Background: an optimization exercise with open tools, aiming at small area and a short achievable clock period. Do not read the settings as production practice. The RTL was checked by simulation tests, not by an equivalence proof against the original design. Power is estimated from default activity; no workload was simulated.

==> flow/design.v <==
`timescale 1ns / 1ps
module stage1(
input logic clk, rst,
input logic enable_ex,
input logic [31:0] src1, src2, imm,
input logic [6:0] control_in,
input logic [31:0] mem_data_read_in,
output logic mem_data_wr_en,
output logic [31:0] mem_data_write_out,
output logic [31:0] p_q, g_q,
output logic [8:0] n_q,         
output logic cin_q, hadd_q, fill_q, shr_q, shl_q, upd_a_q,
output logic [1:0] cmode_q       
    );
logic [2:0] operation, opselect;
logic immp_regn;
assign {operation, immp_regn, opselect} = control_in;
assign mem_data_write_out = src2;
assign mem_data_wr_en = (opselect == 3'b100) && immp_regn;
logic [31:0] a, a_rev;
for (genvar i = 0; i < 32; i++) begin : g_rev
    assign a_rev[i] = a[31-i];
end
assign a = src1;
logic arith, memrd, shift, issue;
assign issue = enable_ex & ~rst;
assign arith = (opselect == 3'b001);
assign memrd = (opselect == 3'b101) && immp_regn;
assign shift = (opselect == 3'b000);
logic [31:0] b;
logic lhg;
assign lhg = arith && (operation == 3'b111);
logic k_m, k_imm, k_s2, k_imm_hi, k_s2_hi, k_imm_lhg, k_s2_lhg;
assign k_m = memrd;
assign k_imm = ~memrd & immp_regn;
assign k_s2 = ~memrd & ~immp_regn;
assign k_imm_hi = k_imm & ~lhg;
assign k_s2_hi = k_s2 & ~lhg;
assign k_imm_lhg = k_imm & lhg;
assign k_s2_lhg = k_s2 & lhg;
assign b[15:0] = ({16{k_m}} & mem_data_read_in[15:0]) | ({16{k_imm}} & imm[15:0]) | ({16{k_s2}} & src2[15:0]);
assign b[31:16] = ({16{k_m}} & mem_data_read_in[31:16]) | ({16{k_imm_hi}} & imm[31:16]) | ({16{k_s2_hi}} & src2[31:16])
                | ({16{k_imm_lhg}} & imm[15:0]) | ({16{k_s2_lhg}} & src2[15:0]);
logic shl_op;
assign shl_op = shift & ~operation[1];
logic [31:0] x;
logic k_rev, k_a, k_na;
assign k_rev = shl_op;
assign k_a = ~shl_op & ~operation[1];
assign k_na = ~shl_op & operation[1];
assign x = ({32{k_rev}} & a_rev) | ({32{k_a}} & a) | ({32{k_na}} & ~a);
logic [3:0] t_lo, t_mid, t_hi;
logic addop;
logic cin, hadd, fill, shr, shl, upd, upd_a;
logic [1:0] cm, cmode;
always_comb begin
    t_lo = 4'b0000;
    addop = 1'b0;
    cin = 1'b0;
    hadd = 1'b0;
    fill = 1'b0;
    shr = 1'b0;
    shl = 1'b0;
    upd = 1'b0;
    cm = 2'd0;
    if (arith) begin
        upd = 1'b1;
        case (operation)
            3'b000:  begin t_lo = 4'b0110; addop = 1'b1; cm = 2'd2; end
            3'b010:  begin t_lo = 4'b0110; addop = 1'b1; cin = 1'b1; cm = 2'd2; end   
            3'b001: begin t_lo = 4'b0110; addop = 1'b1; hadd = 1'b1; cm = 2'd3; end
            3'b011:  begin t_lo = 4'b0101; cm = 2'd1; end
            3'b100:  t_lo = 4'b1000;
            3'b101:   t_lo = 4'b1110;
            3'b110:  t_lo = 4'b1001;                    
            default: begin t_lo = 4'b0000; cm = 2'd1; end
        endcase
    end else if (memrd) begin
        upd = (operation != 3'b011);
        cm = (operation != 3'b011) ? 2'd1 : 2'd0;
        t_lo = 4'b1010;
    end else if (shift) begin
        upd = ~operation[2];
        shl = ~operation[1];
        shr = operation[1];
        fill = operation[0] & operation[1] & a[31];
        t_lo = operation[1] ? 4'b0011 : 4'b1100;  
    end
end
assign upd_a = upd & issue;
assign cmode = issue ? cm : 2'd0;
always_comb begin
    t_mid = t_lo;
    t_hi = t_lo;
    if (lhg) t_hi = 4'b1010;
    if (memrd) begin
        if (operation[1:0] == 2'b00) t_mid = {4{~operation[2] & mem_data_read_in[7]}};
        if (operation[1] == 1'b0) t_hi = {4{~operation[2] & (operation[0] ? mem_data_read_in[15] : mem_data_read_in[7])}};
    end
end
logic [31:0] p, g;
for (genvar i = 0; i < 32; i++) begin : g_p
    if (i < 8) assign p[i] = t_lo[{x[i], b[i]}];
    else if (i < 16) assign p[i] = t_mid[{x[i], b[i]}];
    else assign p[i] = t_hi[{x[i], b[i]}];
end
assign g = addop ? x & b : 32'b0;
logic [4:0] n;
assign n = imm[2] ? src2[4:0] : imm[10:6];
always_ff@(posedge clk) begin
    p_q <= p;
    g_q <= g;
    n_q <= {n[4], 4'b1 << n[3:2], 4'b1 << n[1:0]};
    cin_q <= cin;
    hadd_q <= hadd;
    fill_q <= fill;
    shr_q <= shr;
    shl_q <= shl;
    upd_a_q <= upd_a;
    cmode_q <= cmode;
end
endmodule
`timescale 1ns / 1ps
module stage2(
input logic clk, rst,
input logic [31:0] p, g,
input logic [8:0] n,             
input logic cin, hadd, fill, shr, shl, upd_a,
input logic [1:0] cmode,
output logic [31:0] aluout,
output logic carry
);
function automatic logic [65:0] sk_level(input logic [32:0] p_in, g_in, input int l);
    logic [32:0] p_out, g_out;
    for (int i = 0; i < 33; i++) begin
        if ((i >> l) & 1) begin
            g_out[i] = p_in[i] ? g_in[((i >> l) << l) - 1] : g_in[i];
            p_out[i] = p_in[i] & p_in[((i >> l) << l) - 1];
        end else begin
            g_out[i] = g_in[i];
            p_out[i] = p_in[i];
        end
    end
    sk_level = {g_out, p_out};
endfunction
logic [32:0] pp0, pp1, pp2, pp3, pp4, pp5, gg0, gg1, gg2, gg3, gg4, gg5, gg6, pp6;
logic [32:0] c;
assign pp0 = {p, 1'b0};
assign gg0 = {g, cin};
assign {gg1, pp1} = sk_level(pp0, gg0, 0);
assign {gg2, pp2} = sk_level(pp1, gg1, 1);
assign {gg3, pp3} = sk_level(pp2, gg2, 2);
assign {gg4, pp4} = sk_level(pp3, gg3, 3);
assign {gg5, pp5} = sk_level(pp4, gg4, 4);
assign {gg6, pp6} = sk_level(pp5, gg5, 5);
assign c = gg6;
logic [31:0] sum, sh, sh_rev;
assign sum = p ^ c[31:0];
logic [3:0] s0, s1;
assign s0 = n[3:0];
assign s1 = n[7:4];
logic [34:0] e0;
logic [43:0] e1;
logic [31:0] l0, l1;
assign e0 = {{3{fill}}, p};
for (genvar i = 0; i < 32; i++) begin : g_l0
    assign l0[i] = (s0[0] & e0[i]) | (s0[1] & e0[i+1]) | (s0[2] & e0[i+2]) | (s0[3] & e0[i+3]);
end
assign e1 = {{12{fill}}, l0};
for (genvar i = 0; i < 32; i++) begin : g_l1
    assign l1[i] = (s1[0] & e1[i]) | (s1[1] & e1[i+4]) | (s1[2] & e1[i+8]) | (s1[3] & e1[i+12]);
end
assign sh = n[8] ? {{16{fill}}, l1[31:16]} : l1;
for (genvar i = 0; i < 32; i++) begin : g_rev
    assign sh_rev[i] = sh[31-i];
end
logic k_shr, k_shl, k_sum_lo, k_sum_hi, k_sext, k_hold;
assign k_hold   = ~rst & ~upd_a;
assign k_shr    = ~rst & upd_a & shr;
assign k_shl    = ~rst & upd_a & shl;
assign k_sum_lo = ~rst & upd_a & ~shr & ~shl;
assign k_sum_hi = k_sum_lo & ~hadd;
assign k_sext   = k_sum_lo & hadd;
logic [31:0] aluout_d;
for (genvar i = 0; i < 32; i++) begin : g_d
    if (i < 16) begin : g_lo
        assign aluout_d[i] = (k_shr & sh[i]) | (k_shl & sh_rev[i]) | (k_sum_lo & sum[i]) | (k_hold & aluout[i]);
    end else begin : g_hi
        assign aluout_d[i] = (k_shr & sh[i]) | (k_shl & sh_rev[i]) | (k_sum_hi & sum[i]) | (k_sext & sum[15]) | (k_hold & aluout[i]);
    end
end
logic cres;
always_comb begin
    case (cmode)
        2'd0: cres = carry;
        2'd1: cres = 1'b0;
        2'd2: cres = p[31] ^ c[32];
        default: cres = c[16];
    endcase
end
always_ff@(posedge clk) begin
    aluout <= aluout_d;
    carry <= ~rst & cres;
end
endmodule
`timescale 1ns / 1ps
module DLX_top(
input logic clk, rst,
input logic enable_ex,
input logic [31:0] src1, src2, imm,
input logic [6:0] control_in,
input logic [31:0] mem_data_read_in,
output logic mem_data_wr_en,
output logic [31:0] mem_data_write_out,
output logic [31:0]aluout,
output logic carry
);
logic [31:0] p, g;
logic [8:0] n;
logic cin, hadd, fill, shr, shl, upd_a;
logic [1:0] cmode;
stage1 s1(clk, rst, enable_ex, src1, src2, imm, control_in, mem_data_read_in,
          mem_data_wr_en, mem_data_write_out,
          p, g, n, cin, hadd, fill, shr, shl, upd_a, cmode);
stage2 uut(clk, rst, p, g, n, cin, hadd, fill, shr, shl, upd_a, cmode, aluout, carry);
endmodule
clock: 4.5 ns
lec_check: 0
cap_margin: 20
core_margin: 2
core_utilization: 40
cts_buf_list: sky130_fd_sc_hd__clkbuf_4 sky130_fd_sc_hd__clkbuf_8
setup_slack_margin: 2.0
slew_margin: 20
standard.sh (not shown) runs the stock make flow with config.mk's settings and CLKGATE_MAP_FILE= SYNTH_SCRIPT=/design/flow/synth_recipe.tcl, a recipe that flattens the netlist after the stock synthesis.
==> flow/flow/run.sh <==
#!/bin/bash
# The standard layout, with plain buffers (not delay cells) on the ports.
set -euo pipefail
bash standard.sh "BUFFER_PORTS_ARGS=-buffer_cell sky130_fd_sc_hd__buf_1" finish > standard.log 2>&1
Change:
--- a/flow/design.v
+++ b/flow/design.v
@@ -25,32 +25,19 @@
 logic arith, memrd, shift, issue;
 assign issue = enable_ex & ~rst;
 assign arith = (opselect == 3'b001);
 assign memrd = (opselect == 3'b101) && immp_regn;
 assign shift = (opselect == 3'b000);
-logic [31:0] b;
+logic [31:0] bm, b;
+assign bm = memrd ? mem_data_read_in : immp_regn ? imm : src2;
 logic lhg;
 assign lhg = arith && (operation == 3'b111);
-logic k_m, k_imm, k_s2, k_imm_hi, k_s2_hi, k_imm_lhg, k_s2_lhg;
-assign k_m = memrd;
-assign k_imm = ~memrd & immp_regn;
-assign k_s2 = ~memrd & ~immp_regn;
-assign k_imm_hi = k_imm & ~lhg;
-assign k_s2_hi = k_s2 & ~lhg;
-assign k_imm_lhg = k_imm & lhg;
-assign k_s2_lhg = k_s2 & lhg;
-assign b[15:0] = ({16{k_m}} & mem_data_read_in[15:0]) | ({16{k_imm}} & imm[15:0]) | ({16{k_s2}} & src2[15:0]);
-assign b[31:16] = ({16{k_m}} & mem_data_read_in[31:16]) | ({16{k_imm_hi}} & imm[31:16]) | ({16{k_s2_hi}} & src2[31:16])
-                | ({16{k_imm_lhg}} & imm[15:0]) | ({16{k_s2_lhg}} & src2[15:0]);
+assign b = {lhg ? bm[15:0] : bm[31:16], bm[15:0]};
 logic shl_op;
 assign shl_op = shift & ~operation[1];
 logic [31:0] x;
-logic k_rev, k_a, k_na;
-assign k_rev = shl_op;
-assign k_a = ~shl_op & ~operation[1];
-assign k_na = ~shl_op & operation[1];
-assign x = ({32{k_rev}} & a_rev) | ({32{k_a}} & a) | ({32{k_na}} & ~a);
+assign x = shl_op ? a_rev : a ^ {32{operation[1]}};
 logic [3:0] t_lo, t_mid, t_hi;
 logic addop;
 logic cin, hadd, fill, shr, shl, upd, upd_a;
 logic [1:0] cm, cmode;
 always_comb begin
@@ -152,11 +139,11 @@
 assign {gg3, pp3} = sk_level(pp2, gg2, 2);
 assign {gg4, pp4} = sk_level(pp3, gg3, 3);
 assign {gg5, pp5} = sk_level(pp4, gg4, 4);
 assign {gg6, pp6} = sk_level(pp5, gg5, 5);
 assign c = gg6;
-logic [31:0] sum, sh, sh_rev;
+logic [31:0] sum, sh, sh_rev, res;
 assign sum = p ^ c[31:0];
 logic [3:0] s0, s1;
 assign s0 = n[3:0];
 assign s1 = n[7:4];
 logic [34:0] e0;
@@ -172,24 +159,15 @@
 end
 assign sh = n[8] ? {{16{fill}}, l1[31:16]} : l1;
 for (genvar i = 0; i < 32; i++) begin : g_rev
     assign sh_rev[i] = sh[31-i];
 end
-logic k_shr, k_shl, k_sum_lo, k_sum_hi, k_sext, k_hold;
-assign k_hold   = ~rst & ~upd_a;
-assign k_shr    = ~rst & upd_a & shr;
-assign k_shl    = ~rst & upd_a & shl;
-assign k_sum_lo = ~rst & upd_a & ~shr & ~shl;
-assign k_sum_hi = k_sum_lo & ~hadd;
-assign k_sext   = k_sum_lo & hadd;
-logic [31:0] aluout_d;
-for (genvar i = 0; i < 32; i++) begin : g_d
-    if (i < 16) begin : g_lo
-        assign aluout_d[i] = (k_shr & sh[i]) | (k_shl & sh_rev[i]) | (k_sum_lo & sum[i]) | (k_hold & aluout[i]);
-    end else begin : g_hi
-        assign aluout_d[i] = (k_shr & sh[i]) | (k_shl & sh_rev[i]) | (k_sum_hi & sum[i]) | (k_sext & sum[15]) | (k_hold & aluout[i]);
-    end
+always_comb begin
+    if (shr) res = sh;
+    else if (shl) res = sh_rev;
+    else if (hadd) res = {{16{sum[15]}}, sum[15:0]};
+    else res = sum;
 end
 logic cres;
 always_comb begin
     case (cmode)
         2'd0: cres = carry;
@@ -197,12 +175,17 @@
         2'd2: cres = p[31] ^ c[32];
         default: cres = c[16];
     endcase
 end
 always_ff@(posedge clk) begin
-    aluout <= aluout_d;
-    carry <= ~rst & cres;
+    if (rst) begin
+        aluout <= 32'b0;
+        carry <= 1'b0;
+    end else begin
+        if (upd_a) aluout <= res;
+        carry <= cres;
+    end
 end
 endmodule
 `timescale 1ns / 1ps
 module DLX_top(
 input logic clk, rst,
What happened: The new run produced a clean layout. Sequential power went up by about 4%. Clock-buffer cell count went up by 1. Power went up by 11%. Cell count went up by 13%. Final area went up by 8.0%. Core utilization is about the same. Global-route usage went down by 3.5 points. Clock power went up by about 10%. Fmax went down by 0.94%. Wire length went down by 3.0%. Combinational power went up by 20%. Hold slack gets worse by 15 ps.

-- re-timing with driven ports --
The flow's constraints put no driver on any port. The routed layouts listed below were extracted and timed again, unchanged, in two steps. Step 1 (the two cells are an assumption about what drives the block):
set clk [get_ports {clk}]
set_driving_cell -lib_cell sky130_fd_sc_hd__clkbuf_16 $clk
set_driving_cell -lib_cell sky130_fd_sc_hd__buf_2 [delete_from_list [all_inputs] $clk]
Step 2 times the ports against the registers' clock, not the clock port: input delays grow and output delays shrink by t, the midpoint of the rising clock arrivals with the driver on. Slacks: ideal ports / drivers / drivers and shift; pairs: ideal ports / drivers.
run | t, ns | setup slack, ns | latest minus earliest clock arrival (ns) | worst slew at a driven data input, ns
the first run | 0.490 | 1.980 / 2.003 / 1.512 | 0.017 / 0.017 | 0.05
the second run | 0.481 | 1.956 / 1.981 / 1.499 | 0.019 / 0.019 | 0.05
After both steps setup and hold are still met in every run listed. For the first run, which loses most, drivers alone change the setup slack by +0.023 ns; drivers and shift together by -0.468 ns.
